Background: an optimization exercise with open tools, aiming at small area. Do not read the settings as production practice.
RTL that was checked went through simulation tests only; none was proved equivalent to the original.
No driver is modelled on the clock port, so clocking that relies on it looks cheaper here than on a real chip.
Power is estimated from default activity; no workload was simulated.

==> flow/design.v <==
`timescale 1ns / 1ps
module secondTest(
input clk,
input rst,
output ledtest, pulse
    );
    localparam [10:0] M    = 11'b01010101010;
    localparam [10:0] PREV = 11'd137;     
    localparam [10:0] POS0 = 11'd275;     
    localparam [10:0] POS1 = 11'd550;     
    localparam [10:0] LAST = 11'd1467;    
    localparam [10:0] M0   = 11'b01111110111;  
    localparam [10:0] ML   = 11'b10110111011;  
    reg [5:0] k;
    reg [10:0] y;
    reg [6:0] q;
    wire [10:0] b = y ^ M;
    wire [10:0] bn = {b[9:0], ~(b[10] ^ b[8])};
    wire at0 = (b & M0) == (POS0 & M0);
    wire segend = (b & ML) == (LAST & ML);
    wire kend = k[5] & k[4] & k[3] & k[2];    
    localparam [63:0] T0 = 64'h0000004dcffffec0;
    localparam [63:0] T1 = 64'h00000026955eaa55;
    localparam [63:0] T2 = 64'h0000001db3333366;
    localparam [63:0] T3 = 64'h000000038a529478;
    localparam [63:0] T4 = 64'h0000000079332780;
    localparam [63:0] T5 = 64'h00000000070c3800;
    localparam [63:0] T6 = 64'h0000000000ffc000;
    localparam [63:0] NN = 64'h2492492492492492;  
    wire [6:0] t = {T6[k], T5[k], T4[k], T3[k], T2[k], T1[k], T0[k]};
    wire nextnogap = NN[k];
    wire [5:0] kc = {k[4:0] & kc[4:0], segend};
    wire [5:0] kn = k ^ kc;
    wire qw = q[6] & q[5] & q[2];
    wire [6:0] qc = {q[5:0] & qc[5:0], 1'b1};
    wire [6:0] qn = q ^ qc;
    always @(posedge clk)
      if (rst) begin
        k <= 6'd0;
        y <= PREV ^ M;
        q <= 7'd100;
      end else begin
        k <= kend ? 6'd0 : kn;
        if (kend) y <= POS0 ^ M;
        else if (segend) y <= (nextnogap ? POS1 : POS0) ^ M;
        else y <= bn ^ M;
        q <= qw ? 7'd0 : qn;
      end
    function lt7(input [6:0] a, input [6:0] c);
      integer i;
      reg r;
      begin
        r = 1'b0;
        for (i = 0; i < 7; i = i + 1)
          r = (~a[i] & c[i]) | (~(a[i] ^ c[i]) & r);
        lt7 = r;
      end
    endfunction
    assign ledtest = ~at0 & lt7(q, t);
    assign pulse = kend;
endmodule
`timescale 1ns / 1ps
module Temp(
input clk, rst,
input pulse, minplus, hrplus,
output reg [3:0] mu,
output reg [2:0] mt,
output reg [3:0] hr
    );
  reg [5:0] s;
  reg r;
  wire flag = s[5] & s[4] & s[3] & s[2];  
  wire src = flag | minplus;
  wire step = src & ~r;
  wire [5:0] sc = {s[4:0] & sc[4:0], pulse};
  wire [5:0] sn = s ^ sc;
  wire sclr = pulse & flag;
  wire mu9 = mu[3] & mu[0];
  wire mt5 = mt[2] & mt[0];
  wire e = step & mu9;
  wire [3:0] mun = {mu[3] ? ~(step & mu[0]) : (step & mu[0] & mu[1] & mu[2]),
                    mu[2] ^ (step & mu[0] & mu[1]),
                    mu[1] ^ (step & mu[0] & ~mu[3]),
                    mu[0] ^ step};
  wire [2:0] mtn = {mt[2] ? ~(e & mt[0]) : (e & mt[0] & mt[1]),
                    mt[1] ^ (e & mt[0] & ~mt[2]),
                    mt[0] ^ e};
  wire c1 = mu9 & mt5;
  wire i1 = step & (hrplus ^ c1);
  wire i2 = step & hrplus & c1;
  wire [4:0] hsum = {1'b0, hr} + {3'd0, i2, i1};
  wire hwrap = hsum[3] & hsum[2] & (hsum[1] | hsum[0]);
  wire [3:0] hn = {hsum[3] & ~hwrap, hsum[2] & ~hwrap, hsum[1:0]};
  always @(posedge clk)
    if (rst) begin
      s <= 6'd0;
      r <= 1'b1;
      mu <= 4'd0;
      mt <= 3'd0;
      hr <= 4'd1;
    end else begin
      s <= {sn[5:2] & {4{~sclr}}, sn[1:0]};
      r <= src;
      mu <= mun;
      mt <= mtn;
      hr <= hn;
    end
endmodule
`timescale 1ns / 1ps
module SevenSegDrive(
input [3:0] d,
output reg [6:0] seg
    );
    always @(*)
      case (d)
        4'd0, 4'd10: seg = 7'b0000001;
        4'd1, 4'd11: seg = 7'b1001111;
        4'd2, 4'd12: seg = 7'b0010010;
        4'd3: seg = 7'b0000110;
        4'd4: seg = 7'b1001100;
        4'd5: seg = 7'b0100100;
        4'd6: seg = 7'b0100000;
        4'd7: seg = 7'b0001111;
        4'd8: seg = 7'b0000000;
        4'd9: seg = 7'b0001100;
        default: seg = 7'b1111111;
      endcase
endmodule
`timescale 1ns / 1ps
module Habilitador(
input clk,
input rst,
output reg [1:0] m
    );
    localparam [6:0] M     = 7'b0101010;
    localparam [6:0] FIRST = 7'd31;
    localparam [6:0] LAST  = 7'd104;      
    localparam [6:0] ML    = 7'b0111101;  
    reg [6:0] y;
    wire [6:0] b = y ^ M;
    wire wrap = (b & ML) == (LAST & ML);
    always @(posedge clk)
      if (rst) begin
        y <= FIRST ^ M;
        m <= 2'd0;
      end else begin
        y <= wrap ? FIRST ^ M : {b[5:0], ~(b[6] ^ b[5])} ^ M;
        m <= {m[1] ^ (wrap & m[0]), m[0] ^ wrap};
      end
endmodule
`timescale 1ns / 1ps
module EnableDisplay(
input [1:0] m,
input [3:0] mu,
input [2:0] mt,
input [3:0] hr,
output [3:0] out,
output [3:0] d
    );
    assign out = {m[1] | m[0], m[1] | ~m[0], ~m[1] | m[0], ~m[1] | ~m[0]};
    wire ht = hr[3] & (hr[2] | hr[1]);
    assign d = m[1] ? (m[0] ? hr : {1'b0, mt}) : (m[0] ? mu : {3'd0, ht});
endmodule
`timescale 1ns / 1ps
module top(
input clk,
input rst,
input minplus, hrplus,
output [3:0]out,
output [6:0]Display,
output ledtest,
output plustest
    );
 wire pulse;
 wire [3:0] mu, hr, d;
 wire [2:0] mt;
 wire [1:0] m;
 secondTest u_second(.clk(clk), .rst(rst), .ledtest(ledtest), .pulse(pulse));
 Temp u_temp(.clk(clk), .rst(rst), .pulse(pulse), .minplus(minplus), .hrplus(hrplus),
             .mu(mu), .mt(mt), .hr(hr));
 Habilitador u_habil(.clk(clk), .rst(rst), .m(m));
 EnableDisplay u_enable(.m(m), .mu(mu), .mt(mt), .hr(hr), .out(out), .d(d));
 SevenSegDrive u_sevenseg(.d(d), .seg(Display));
 assign plustest = 1'b0;
endmodule
==> flow/config.mk <==
export PLATFORM = sky130hd
export DESIGN_NAME = top
export DESIGN_NICKNAME = top
export VERILOG_FILES = /design/flow/design.v
export SDC_FILE = /design/flow/constraint.sdc
export NUM_CORES = 8
export LEC_CHECK = 0
export CAP_MARGIN = 20
export CORE_MARGIN = 2
export CORE_UTILIZATION = 40
export SLEW_MARGIN = 20
==> flow/constraint.sdc <==
create_clock -name core_clock -period 10.0 [get_ports {clk}]
set_input_delay 2.0000 -clock core_clock [delete_from_list [all_inputs] [get_ports {clk}]]
set_output_delay 2.0000 -clock core_clock [all_outputs]
set_load 0.01 [all_outputs]
standard.sh (not shown) runs the stock make flow with config.mk's settings and CLKGATE_MAP_FILE= SYNTH_SCRIPT=/design/flow/synth_recipe.tcl, a recipe that flattens the netlist after the stock synthesis.
==> flow/flow/run.sh <==
#!/bin/bash
# Own layout flow: the standard ORFS flow, with these changes:
#  - synthesis: the standard flow's synthesis script, but without the adder extraction
#    (ADDER_MAP_FILE empty) and with area-only ABC scripts (deepsyn with a
#    few seeds, then amap) in place of ORFS's delay-driven one; the smallest
#    mapping is kept (flow/abc_override.tcl);
#  - port buffers: sky130_fd_sc_hd__buf_1 instead of the resizer's default;
#  - clock: instead of an H-tree, flow/pre_cts.tcl (run by ORFS's CTS step
#    before clock_tree_synthesis, which then leaves the buffered clock alone)
#    drives the registers from a few clock buffers fed by the clock port.
# Each tool's output goes to the ORFS logs under orfs/logs; make's own output
# goes to flow_make.log in this folder.
set -euo pipefail
W=$(pwd)
mkdir -p "$W/abc_scripts"
scripts=""
for seed in $(seq 0 31); do
  f="$W/abc_scripts/deepsyn_$seed.abc"
  printf '%s\n' strash '&get -n' "&deepsyn -S $seed -J 50 -T 120" '&put' 'dch -f' amap > "$f"
  scripts="$scripts $f"
done
{
  printf 'set own_abc_scripts {%s}\n' "$scripts"
  cat "$W/flow/abc_override.tcl"
  cat "$W/synth_recipe.tcl"
} > "$W/own_synth.tcl"
export OWN_CLK_GROUPS=2
export OWN_CLK_BUF=sky130_fd_sc_hd__clkbuf_16
bash "$W/standard.sh" "SYNTH_SCRIPT=$W/own_synth.tcl" "ADDER_MAP_FILE=" \
  "BUFFER_PORTS_ARGS=-buffer_cell sky130_fd_sc_hd__buf_1" \
  "PRE_CTS_TCL=$W/flow/pre_cts.tcl" finish > "$W/flow_make.log" 2>&1
Other scripts of this flow, unchanged in this note and not shown: flow/flow/abc_override.tcl, flow/flow/pre_cts.tcl
Edit:
--- a/flow/design.v
+++ b/flow/design.v
@@ -151,18 +151,22 @@
 `timescale 1ns / 1ps
 module EnableDisplay(
 input [1:0] m,
 input [3:0] mu,
 input [2:0] mt,
 input [3:0] hr,
-output [3:0] out,
-output [3:0] d
+output reg [3:0] out,
+output reg [3:0] d
     );
-    assign out = {m[1] | m[0], m[1] | ~m[0], ~m[1] | m[0], ~m[1] | ~m[0]};
-    wire ht = hr[3] & (hr[2] | hr[1]);
-    assign d = m[1] ? (m[0] ? hr : {1'b0, mt}) : (m[0] ? mu : {3'd0, ht});
+    always @(*)
+      case (m)
+        2'd0: begin out = 4'b0111; d = {3'd0, hr >= 4'd10}; end
+        2'd1: begin out = 4'b1011; d = mu; end
+        2'd2: begin out = 4'b1101; d = {1'b0, mt}; end
+        default: begin out = 4'b1110; d = hr; end
+      endcase
 endmodule
 `timescale 1ns / 1ps
 module top(
 input clk,
 input rst,
 input minplus, hrplus,
=> Area after synthesis is lower by about 0.6%; global-route usage barely changes; cell count went down by 0.49%; wire length goes down by about 2.5%; core utilization drops by 0.11 points; via count drops by about 1.6%; design area barely changes; clock power is about the same; die area decreases by 0.57%.
Function not checked in the first run of this note: the RTL went through the layout flow alone.

[what the ideal ports hide]
In the flow no input, the clock included, has a driving cell. The finished layouts below were timed again as built, in two steps.
Step 1: set_driving_cell puts a clkbuf_16 on clk and a buf_2 on each other input, an assumption about the parent block.
Step 2, shift: input delay + t, output delay - t, t = (earliest + latest rising clock arrival at the registers) / 2. This alone moves slack from input paths to output paths.
a / b / c = no drivers / after step 1 / after step 2; a / b = the first two.
run | t (ns) | slack for setup (ns) | worst register clock-pin slew, ns | worst slew at a driven data input, ns | pins driven straight from the clock port
the first run | 0.199 | 4.928 / 4.884 / 5.083 | 0.10 / 0.10 | 0.03 | 2
the second run | 0.200 | 5.167 / 5.121 / 5.320 | 0.09 / 0.09 | 0.04 | 2
After both steps setup and hold are still met in every run listed.
